Source: an optimization exercise on an open RTL-to-GDS flow (aim: small area, a short achievable clock period and few clock cycles per item). Production flows keep margins and buffers that such runs may drop. No run shown here included a check of the RTL's function; only the layout flow was run. The flow treats the clock pin as an ideal source, which a real chip does not have.

## flow/design.v (module list and top-level ports; edited modules follow where they fit)
// module square_root32: 949 lines
module square_root32(
		input wire iCLOCK,
		input wire inRESET,
		input wire iDATA_REQ,
		output wire oDATA_BUSY,
		input wire [31:0] iDATA,
		output wire oDATA_VALID,
		input wire iDATA_BUSY,
		output wire [15:0] oDATA
	);
  // ...
==> flow/flow/run.sh <==
#!/bin/bash
# The standard layout (standard.sh, unchanged synthesis and steps), with:
# - a larger setup margin for ORFS's timing repair, so that repair works
#   towards a shorter achieved period;
# - port buffers of the smallest buffer cell (repair upsizes them as needed);
bash standard.sh SETUP_SLACK_MARGIN=10.9 BUFFER_PORTS_ARGS='-buffer_cell sky130_fd_sc_hd__buf_1' POST_CTS_TCL="$(pwd)/flow/flatten_clk.tcl" finish > standard.log 2>&1
==> flow/flow/flatten_clk.tcl <==
# Remove the clock tree's intermediate level: the root clock buffer then
# drives the leaf clock buffers directly. Every register keeps the same
# number of buffers (two) between the clock port and its clock pin.
set block [ord::get_db_block]
set root [$block findInst clkbuf_0_iCLOCK]
set rootnet [[$root findITerm X] getNet]
set mids {}
foreach it [$rootnet getITerms] {
  set inst [$it getInst]
  if {$inst eq $root} continue
  if {[string match "clkbuf_leaf_*" [$inst getName]]} continue
  lappend mids $inst
}
foreach inst $mids {
  if {![string match "clkbuf_*" [$inst getName]]} { error "unexpected load [$inst getName] on the root clock net" }
  set onet [[$inst findITerm X] getNet]
  set loads {}
  foreach it [$onet getITerms] { if {[$it getInst] ne $inst} { lappend loads $it } }
  set dummies {}
  foreach it $loads {
    if {[string match "clkload*" [[$it getInst] getName]]} { lappend dummies [$it getInst]; continue }
    if {![string match "clkbuf_leaf_*" [[$it getInst] getName]]} { error "unexpected load [[$it getInst] getName]" }
    $it disconnect
    $it connect $rootnet
  }
  puts "flatten_clk: removed [$inst getName], moved [llength $loads] leaf buffers to [$rootnet getName]"
  foreach d $dummies {
    puts "flatten_clk: removed dummy load [$d getName]"
    odb::dbInst_destroy $d
  }
  odb::dbInst_destroy $inst
  odb::dbNet_destroy $onet
}
==> flow/standard.sh <==
#!/bin/bash
# synth_recipe.tcl (not shown) runs the flow's synth.tcl, then flattens the netlist and writes it again
# the make line also repeats each setting of config.mk as NAME=value (left out here)
make -C /OpenROAD-flow-scripts/flow DESIGN_CONFIG=/design/flow/config.mk WORK_HOME=/design/flow/orfs CLKGATE_MAP_FILE= SYNTH_SCRIPT=/design/flow/synth_recipe.tcl "${@:-finish}"
==> flow/config.mk <==
export PLATFORM = sky130hd
export DESIGN_NAME = square_root32
export DESIGN_NICKNAME = square_root32
export VERILOG_FILES = /design/flow/design.v
export SDC_FILE = /design/flow/constraint.sdc
export NUM_CORES = 4
export LEC_CHECK = 0
export ABC_AREA = 1
export CAP_MARGIN = 20
export CORE_MARGIN = 2
export CORE_UTILIZATION = 74
export CTS_BUF_LIST = sky130_fd_sc_hd__clkbuf_16
export CTS_CLUSTER_DIAMETER = 80
export CTS_CLUSTER_SIZE = 28
export SLEW_MARGIN = 20
==> flow/constraint.sdc <==
create_clock -name core_clock -period 15.0 [get_ports {iCLOCK}]
set_input_delay 3.0000 -clock core_clock [delete_from_list [all_inputs] [get_ports {iCLOCK}]]
set_output_delay 3.0000 -clock core_clock [all_outputs]
set_load 0.01 [all_outputs]
==> flow_summary.toml, run 1 <==
[logic_synthesis]
combinational_family_with_the_most_area_after_synthesis = "simple AND/OR/NAND/NOR gates"
ys_seq_area_share_pct = 51.2
most_used_dff_post_synth = "edfxtp_1"
synth-compound-area-share_pct = 8.50
asyncSetResetFlopFracSynth_pct = 3.77
synthesized_flop_and_latch_total = 239
muxShareOfSynthArea_pct = 0.147

[timing]
rsz_0062_raised_after_global_routing = "no"
whs_ns = 0.427
maxSlewHeadroom_pct = 45.3
clock-skew-final_ns = 0.0196
final_setup_slack_of_the_worst_path_ns = 11.01

[final_layout]
nonClockBufferCount = 73
multi_input_combinational_cell_area_um2 = 5820
area.share.sequential_pct = 47.6
layout.cells.most_common_list = "nand2_1 (421), edfxtp_1 (214), inv_1 (213), o21ai_0 (120), nor2_1 (96)"
largest_register_ff_count = 28
final.signal_inverter_count = 226

[drt]
avgViaCountPerCell = 5.56
detail_route.wirelength.met1_um = 11000

[place]
post-dp-hpwl_um = 18900

[hold_path]
whs_path_depth = 0
timing.hold.worst.class = "register to register"

[critical_path]
critical_path.reg2reg.startpoint = "x10[10]"
timing.critical_path.depth = 1
cp_startpoint = "b_out_data[1]"

[outcome]
run_status = "complete, no violations"

[job]
timing.max_cap.violations = 0

[clocking]
tritoncts_clock_tree = "done"
==> run 2: changes to the inputs <==
--- a/flow/design.v
+++ b/flow/design.v
@@ -934,18 +934,13 @@
 		end else if (!b_skid_valid) begin
 			b_skid_valid <= b_v6;
 		end
 	end
 	always @(posedge iCLOCK) begin
 		if (out_free) b_out_data <= b_skid_valid ? b_skid_data : res;
 		if (!b_skid_valid) b_skid_data <= res;
 	end
-	reg b_busy;
-	always @(posedge iCLOCK or negedge inRESET) begin
-		if (!inRESET) b_busy <= 1'b0;
-		else b_busy <= !out_free && (b_busy || b_v6);
-	end
-	assign oDATA_BUSY = b_busy;
+	assign oDATA_BUSY = b_skid_valid;
 	assign oDATA_VALID = b_out_valid;
 	assign oDATA = b_out_data;
 endmodule
 `default_nettype wire
==> flow/flow/run.sh (replaced) <==
#!/bin/bash
# The standard layout (standard.sh, unchanged synthesis and steps), with:
# - a larger setup margin for ORFS's timing repair, so that repair works
#   towards a shorter achieved period;
# - port buffers of the smallest buffer cell (repair upsizes them as needed);
bash standard.sh SETUP_SLACK_MARGIN=11.0 BUFFER_PORTS_ARGS='-buffer_cell sky130_fd_sc_hd__buf_1' POST_CTS_TCL="$(pwd)/flow/flatten_clk.tcl" finish > standard.log 2>&1
==> flow/config.mk (replaced) <==
export PLATFORM = sky130hd
export DESIGN_NAME = square_root32
export DESIGN_NICKNAME = square_root32
export VERILOG_FILES = /design/flow/design.v
export SDC_FILE = /design/flow/constraint.sdc
export NUM_CORES = 4
export LEC_CHECK = 0
export ABC_AREA = 1
export CAP_MARGIN = 20
export CORE_MARGIN = 2
export CORE_UTILIZATION = 68
export CTS_BUF_LIST = sky130_fd_sc_hd__clkbuf_16
export CTS_CLUSTER_DIAMETER = 80
export CTS_CLUSTER_SIZE = 28
export SLEW_MARGIN = 20
==> run 2 against run 1 <==
Compared with the run above:
- still clean on timing, DRC and antenna
- clock skew fell by 0.0065 ns
- die area is 8.6% higher
- core utilization decreased by 5.3 points
- global-route usage shrank 2.3 points
- synthesized cell count stayed put
- first-iteration DRC count grew 12%
- critical path depth up 1
- non-clock buffer count is 4 higher
- routed wire length rose by 1.0%
==> flow_summary.toml, run 2 <==
[logic_synthesis]
synth_area_leader_cell = "edfxtp_1"
synth-compound-area-share_pct = 8.46
synth-edff-count = 214
muxShareOfSynthArea_pct = 0.147
number_of_instances_in_the_synthesized_netlist = 1491
most_frequent_cell_after_synthesis = "nand2_1"
synth-warning-count = 1
ys_seq_area_share_pct = 51.0
most_used_dff_post_synth = "edfxtp_1"
netlist.area_leader.share_pct = 47.1
synth-adder-area-share_pct = 8.30
synth_area_leaders = "edfxtp_1 (47%), nand2_1 (12%), inv_1 (6.1%)"
postSynthAreaPerCell_um2 = 9.14
yosys.area_share.simple_pct = 20.7
asyncSetResetFlopFracSynth_pct = 3.36
syn-num-nets = 1594
synth_cell_types = 55
combinational_family_with_the_most_area_after_synthesis = "simple AND/OR/NAND/NOR gates"
synthXorXnorAreaFrac_pct = 4.21
synth_commonest_cells = "nand2_1 (421), inv_1 (221), edfxtp_1 (214), o21ai_0 (121), nor2_1 (95)"
synthesized_flop_and_latch_total = 238
netlist_area_um2 = 13600

[timing]
maxSlewHeadroom_pct = 44.0
clock-skew-final_ns = 0.0131
fmax_mhz = 244
final_max_slew_violation_count = 0
finalCriticalPeriod_ns = 4.10
finalHoldViolations = 0
final_setup_slack_of_the_worst_path_ns = 10.90
worst-slew-pin-transition_ns = 0.836
setup_viol_count_final = 0
fin_tns_setup_ns = 0
rsz_0062_raised_after_global_routing = "yes"
fin_crit_sh_pct = 27.3

[place]
io_buffers = 53
globalplace.congestion = 0.868
postPlaceCellArea_um2 = 14100
post-dp-hpwl_um = 18600
place_ws_ns = 10.92

[global_routing]
overflow = 0
number_of_global_route_vias_before_repair = 9235
antenna_found_initial = 0
maximum_number_of_pins_on_one_net_before_global_route_repair = 116
grtUsageTotal_pct = 25.4
grt_pass1_wl_um = 43300

[critical_path]
worstReg2RegEnd = "r6[4]"
crit_arrival_ns = 1.10
worstSetupEndpoint = "oDATA_BUSY"
critical_path.reg2reg.startpoint = "qn2[0]"
crit_type = "register to output port"
worst-path-buf-inv = 2
crit_path_top_delay_cell = "dfrtp_1"
cp_data_required_time_ns = 12.00
cp_startpoint = "b_skid_valid"
r2r_cells = 26
critPathMaxFanout = 2
timing.critical_path.cells = "buf_12, buf_6"
cpPeakStageDelay_ns = 0.42
worstSetupEndpointType = "output port"
cp_top_family = "flip-flops"
reg2reg_slack_ns = 11.24
setup_crit_start_kind = "register"
timing.critical_path.depth = 2

[drt]
ant_nets = 0
route.detailed.wl_per_inst_um = 14.2
finalWirelength_um = 26200
drcViolationCount = 0
drt_pass1_iterations = 4
via_count = 9917
drt_first_iter_violations = 637
avgViaCountPerCell = 5.39

[outcome]
run_status = "complete, no violations"

[floorplanning]
dieArea_um2 = 21200
placeableCoreArea_um2 = 19600
io-pin-count = 54
std_cell_rows = 51
initial_core_util_pct = 69.6
die_h_um = 146
die_width_um = 146

[final_layout]
n_antenna_cell = 0
syn2layout_area_growth_pct = 9.13
layout_commonest_cell = "nand2_1"
layout.cells.most_common_list = "nand2_1 (417), inv_1 (219), edfxtp_1 (214), o21ai_0 (119), nor2_1 (95)"
registers.top_by_ff_count = "x2"
final_area_um2 = 14900
regArea_um2 = 6950
largest_register_ff_count = 28
multi_input_combinational_cell_area_um2 = 5830
fill_cells = 1415
drive_gt1_share_pct = 7.75
reg.largest.list = "x2 x28, x6 x20"
final_nets = 1671

[hold_path]
hold_path.startpoint = "x10[7]"
timing.hold.worst.class = "register to register"

[clocking]
tritoncts_clock_tree = "done"
path_clk_slew_ns = 0.10
insertion_delay_ns = 0.44
tritoncts_num_sinks = 238

[job]
timing.max_cap.violations = 0
## run 2: cell types whose count changed in the layout (fill, tap and decap cells not counted), moves of 3 or more
| cell | before | now |
|---|---|---|
| clkbuf_2 | 0 | 5 |
| nand4_1 | 3 | 6 |
| buf_1 | 53 | 47 |
| nand2_1 | 421 | 417 |
| nand2_4 | 4 | 7 |
| nand2_2 | 15 | 11 |
| o21ai_1 | 14 | 18 |
| nand3_1 | 66 | 71 |
| or2_2 | 14 | 11 |
| inv_1 | 213 | 219 |
| and2_1 | 4 | 1 |
## run 2: cells by family after synthesis
logic type / count (synthesis)
mux: 2
xor+xnor: 64
buf+inv: 252
compound gates: 216
fa+ha+maj: 67
simple gates: 652
flops: 238
## run 2: cell type report
cell class | count | share of cell area (%)
clock buffer | 12 | 2.02
clock inverter | 9 | 0.748
inverter | 235 | 6.06
multi-input combinational | 1004 | 39.2
sequential | 238 | 46.7
tap | 265 | 2.23
timing repair buffer | 77 | 3.09
## run 2: worst min path at each step
stage / end / slack (ns) / depth (start not counted)
2_1_floorplan: x10[0] / 0.40 / 0
3_3_place_gp: x10[1] / 0.40 / 0
3_5_place_dp: x10[2] / 0.40 / 0
5_1_grt: x12[7] / 0.41 / 0
6_report: x12[7] / 0.41 / 0
## run 2: stage by stage
stage / cells / utilization (%) / hold WS (ns)
floorplan: 1491 / - / 0.400
global placement: 1794 / 71.9 / 0.400
detailed placement: 1794 / 71.9 / 0.405
global route: 1840 / 75.9 / 0.415
finish: 1840 / 75.9 / 0.412
## run 2: routing by layer
metal	up-vias	global-route usage, %	wire (um)
li1	5018	-	-
met1	4623	34.5	11600
met2	234	42.0	12700
met3	42	5.61	1340
met4	0	6.52	448
met5	-	0	0
## run 2: worst reg2reg max path, stage by stage, from the launching register on
cell and delay [ns]:
edfxtp_1 0.45, inv_2 0.12, nand2_4 0.12, nand3_4 0.13
nand2_8 0.13, inv_1 0.10, ha_1 0.19, nor2_1 0.12
nand2_2 0.10, nand3_4 0.10, nand2_4 0.11, ha_1 0.22
o22ai_1 0.12, inv_1 0.07, nand2_2 0.11, nand4_4 0.17
nand3_4 0.14, inv_2 0.07, ha_1 0.19, a21oi_1 0.14
nand2_1 0.10, nand2_2 0.09, inv_2 0.04, nand2_2 0.09
nand3_4 0.14, nand2_1 0.09, o21ai_1 0.07

re-timing with driven ports:
Ports are ideal in the flow. The routed layouts listed here were re-timed in OpenROAD. Step 1 sets driving cells, clkbuf_16 on the clock port and buf_2 on the other inputs (assumed; they add their load-dependent delay and slew). Step 2 moves the port delays by t, midway between the first and last clock arrival at a register: inputs arrive t later, outputs are due t later. That takes back most of the time a late clock gives input paths. Three values: ideal, step 1, step 2; two values: the first two.
run | t (ns) | setup WS [ns] | clock arrival spread, ns | slew at the worst register clock pin (ns) | worst data-port slew with drivers (ns)
run 1 | 0.472 | 11.011 / 10.966 / 10.930 | 0.022 / 0.021 | 0.11 / 0.11 | 0.03
run 2 | 0.475 | 10.904 / 10.860 / 10.945 | 0.013 / 0.013 | 0.10 / 0.10 | 0.04
After both steps every run listed still meets setup and hold. For run 1, which loses most, drivers alone change the setup slack by -0.045 ns; drivers and shift together by -0.081 ns.
